What follows belongs to an exercise in optimizing a design on an open flow for small area; a production flow would make more cautious choices. Function was checked by simulation only, so behaviour that the tests miss may differ from the original. Power is estimated from default activity; no workload was simulated.

job 1851:
// Processor
module Processor(CLK, RESET_b, WAIT_b, WR_b, RD_b, MREQ_b, IORQ_b, NMI_b, INT_b,
                 Data_OUT, Data_IN, Addr,
                 WAIT_F_b, Flush_b, FHRQ_b, Data_Fetch, Addr_Fetch);
Size in the first run: ~700 flip-flops, ~68 I/O pins, ~54000 sq um of cells after synthesis.
==> flow/config.mk <==
export PLATFORM = sky130hd
export DESIGN_NAME = Processor
export DESIGN_NICKNAME = Processor
export VERILOG_FILES = /design/flow/design.v
export SDC_FILE = /design/flow/constraint.sdc
export NUM_CORES = 4
export LEC_CHECK = 0
export ABC_AREA = 1
export CAP_MARGIN = 35
export CORE_MARGIN = 2
export CORE_UTILIZATION = 40
export CTS_BUF_LIST = sky130_fd_sc_hd__clkbuf_16
export CTS_CLUSTER_DIAMETER = 90
export CTS_CLUSTER_SIZE = 18
export GPL_TIMING_DRIVEN = 0
export SLEW_MARGIN = 35
==> flow/constraint.sdc <==
create_clock -name core_clock -period 20.0 [get_ports {CLK}]
set_input_delay 4.0000 -clock core_clock [delete_from_list [all_inputs] [get_ports {CLK}]]
set_output_delay 4.0000 -clock core_clock [all_outputs]
set_load 0.01 [all_outputs]
run.sh (not shown) runs the stock make flow with config.mk's settings and CLKGATE_MAP_FILE= SYNTH_SCRIPT=/design/flow/synth_recipe.tcl, a recipe that flattens the netlist after the stock synthesis.
Job 1851 completed; timing, DRC and antenna clean
[inputs] job 7436 vs job 1851
Settings: a deleted CTS_CLUSTER_DIAMETER that had been 90; a deleted CTS_BUF_LIST that had been sky130_fd_sc_hd__clkbuf_16; a deleted CTS_CLUSTER_SIZE that had been 18.
==> flow/flow/run.sh (new file) <==
#!/bin/bash
# The standard layout (standard.sh) with two changes in how it is made:
# * logic mapping: ORFS's ABC area script is swapped for flow/abc_area.script,
#   which maps for area with ABC's area mapper (three rounds of choice
#   computation and area mapping) instead of the delay-oriented mapper and
#   its buffering and upsizing; the clock period here leaves ample slack.
#   Everything else in synthesis (and the register names and cells) is as in
#   the standard synthesis: only the copy of the ORFS scripts that
#   SCRIPTS_DIR points to differs, in that one file.
# * clock-tree synthesis builds larger leaf clusters with clkbuf_16 and adds
#   no dummy balancing loads.
set -euo pipefail
rm -rf scripts_area
cp -r "$FLOW_HOME/scripts" scripts_area
cp flow/abc_area.script scripts_area/abc_area.script
export SCRIPTS_DIR="$PWD/scripts_area"
export CTS_ARGS="-sink_clustering_enable -repair_clock_nets -dont_use_dummy_load -buf_list sky130_fd_sc_hd__clkbuf_16 -sink_clustering_size 18 -sink_clustering_max_diameter 90"
bash standard.sh > standard.log 2>&1
==> flow/flow/abc_area.script (new file) <==
strash
dch -f
amap
strash
dch -f
amap
strash
dch -f
amap
topo
==> flow/standard.sh (new file) <==
#!/bin/bash
# synth_recipe.tcl (not shown) runs the flow's synth.tcl, then flattens the netlist and writes it again
# the make line also repeats each setting of config.mk as NAME=value (left out here)
make -C /OpenROAD-flow-scripts/flow DESIGN_CONFIG=/design/flow/config.mk WORK_HOME=/design/flow/orfs CLKGATE_MAP_FILE= SYNTH_SCRIPT=/design/flow/synth_recipe.tcl "${@:-finish}"
removed: flow/run.sh
Final core area utilization: job 7436 vs job 1851 up 1.9 points
Looking at the reports, job 7436 completed the entire flow and the layout it produced met the timing, design-rule and antenna checks.
The placeable core region of job 7436 is lower than that of job 1851.
Detailed-routed wire length on met3, job 1851 and job 7436, higher one = job 1851.
Job 7436 vs job 1851 on post-synthesis to final-layout area growth: job 7436 is the higher one.
Number of clock buffers inserted by TritonCTS: job 7436 vs job 1851 up 1
Job 1851 has a higher die span in x than job 7436.
In the tables for job 1851 and job 7436, worst setup slack reads lower with job 7436.
Pin count of the biggest net entering global routing grows by more than a quarter when moving from job 1851 to job 7436.
Global routing met1 resource utilization delta for job 7436 relative to job 1851: 0.91 points lower
Here is what was changed in the inputs of job 8273 compared with job 7436.
Settings: swapping 40 for 50 in CORE_UTILIZATION.
diff --git a/flow/flow/run.sh b/flow/flow/run.sh
--- a/flow/flow/run.sh
+++ b/flow/flow/run.sh
@@ -2,5 +2,5 @@
 # The standard layout (standard.sh) with two changes in how it is made:
 # * logic mapping: ORFS's ABC area script is swapped for flow/abc_area.script,
-#   which maps for area with ABC's area mapper (three rounds of choice
+#   which maps for area with ABC's area mapper (ten rounds of choice
 #   computation and area mapping) instead of the delay-oriented mapper and
 #   its buffering and upsizing; the clock period here leaves ample slack.
==> flow/flow/abc_area.script <==
strash
dch -f
amap
strash
dch -f
amap
strash
dch -f
amap
strash
dch -f
amap
strash
dch -f
amap
strash
dch -f
amap
strash
dch -f
amap
strash
dch -f
amap
strash
dch -f
amap
strash
dch -f
amap
topo
- Job 8273 | stages: all done | timing, DRC, antenna: all pass
- Fraction of the mapped netlist area in adder cells delta (job 7436 -> job 8273): insignificant
- Job 8273 ends up with lower area of the core than job 7436 does.
- Met3 demand-to-capacity share in global routing | job 8273 above job 7436
- Relative contribution of combinational cells to total power: job 8273 vs job 7436 down 0.9 points
- Job 7436 → job 8273: global-route usage over all layers now sits higher; compound-gate portion of the synthesized area now sits higher.
- Setup WNS job 7436 -> job 8273: better
- As far as worst hold slack after final layout is concerned, job 7436 and job 8273 perform about the same.
- Comparing worst max-slew margin expressed relative to the limit for job 8273 and job 7436, the smaller number came from job 8273.
- Re wire length on met1: job 8273 is 18% down on job 7436.

-- what the ideal ports hide --
How much do the figures lean on ideal ports? The routed layouts below were timed once more, with nothing changed but the port constraints. Step 1 assumes that a clkbuf_16 drives the clock port and a buf_2 every other input. Step 2, shift: input delay + t, output delay - t, t = (earliest + latest rising clock arrival at the registers) / 2. This alone moves slack from input paths to output paths. a / b / c = no drivers / after step 1 / after step 2; a / b = the first two.
run	shift t [ns]	setup slack, ns	slew at the worst register clock pin (ns)	cell pins on the clock port's net
job 1851	0.751	6.131 / 6.131 / 6.131	0.09 / 0.09	1
job 7436	0.705	2.771 / 2.771 / 2.771	0.09 / 0.09	1
job 8273	0.729	3.326 / 3.250 / 3.362	0.10 / 0.10	1
After both steps every run listed still meets setup and hold.
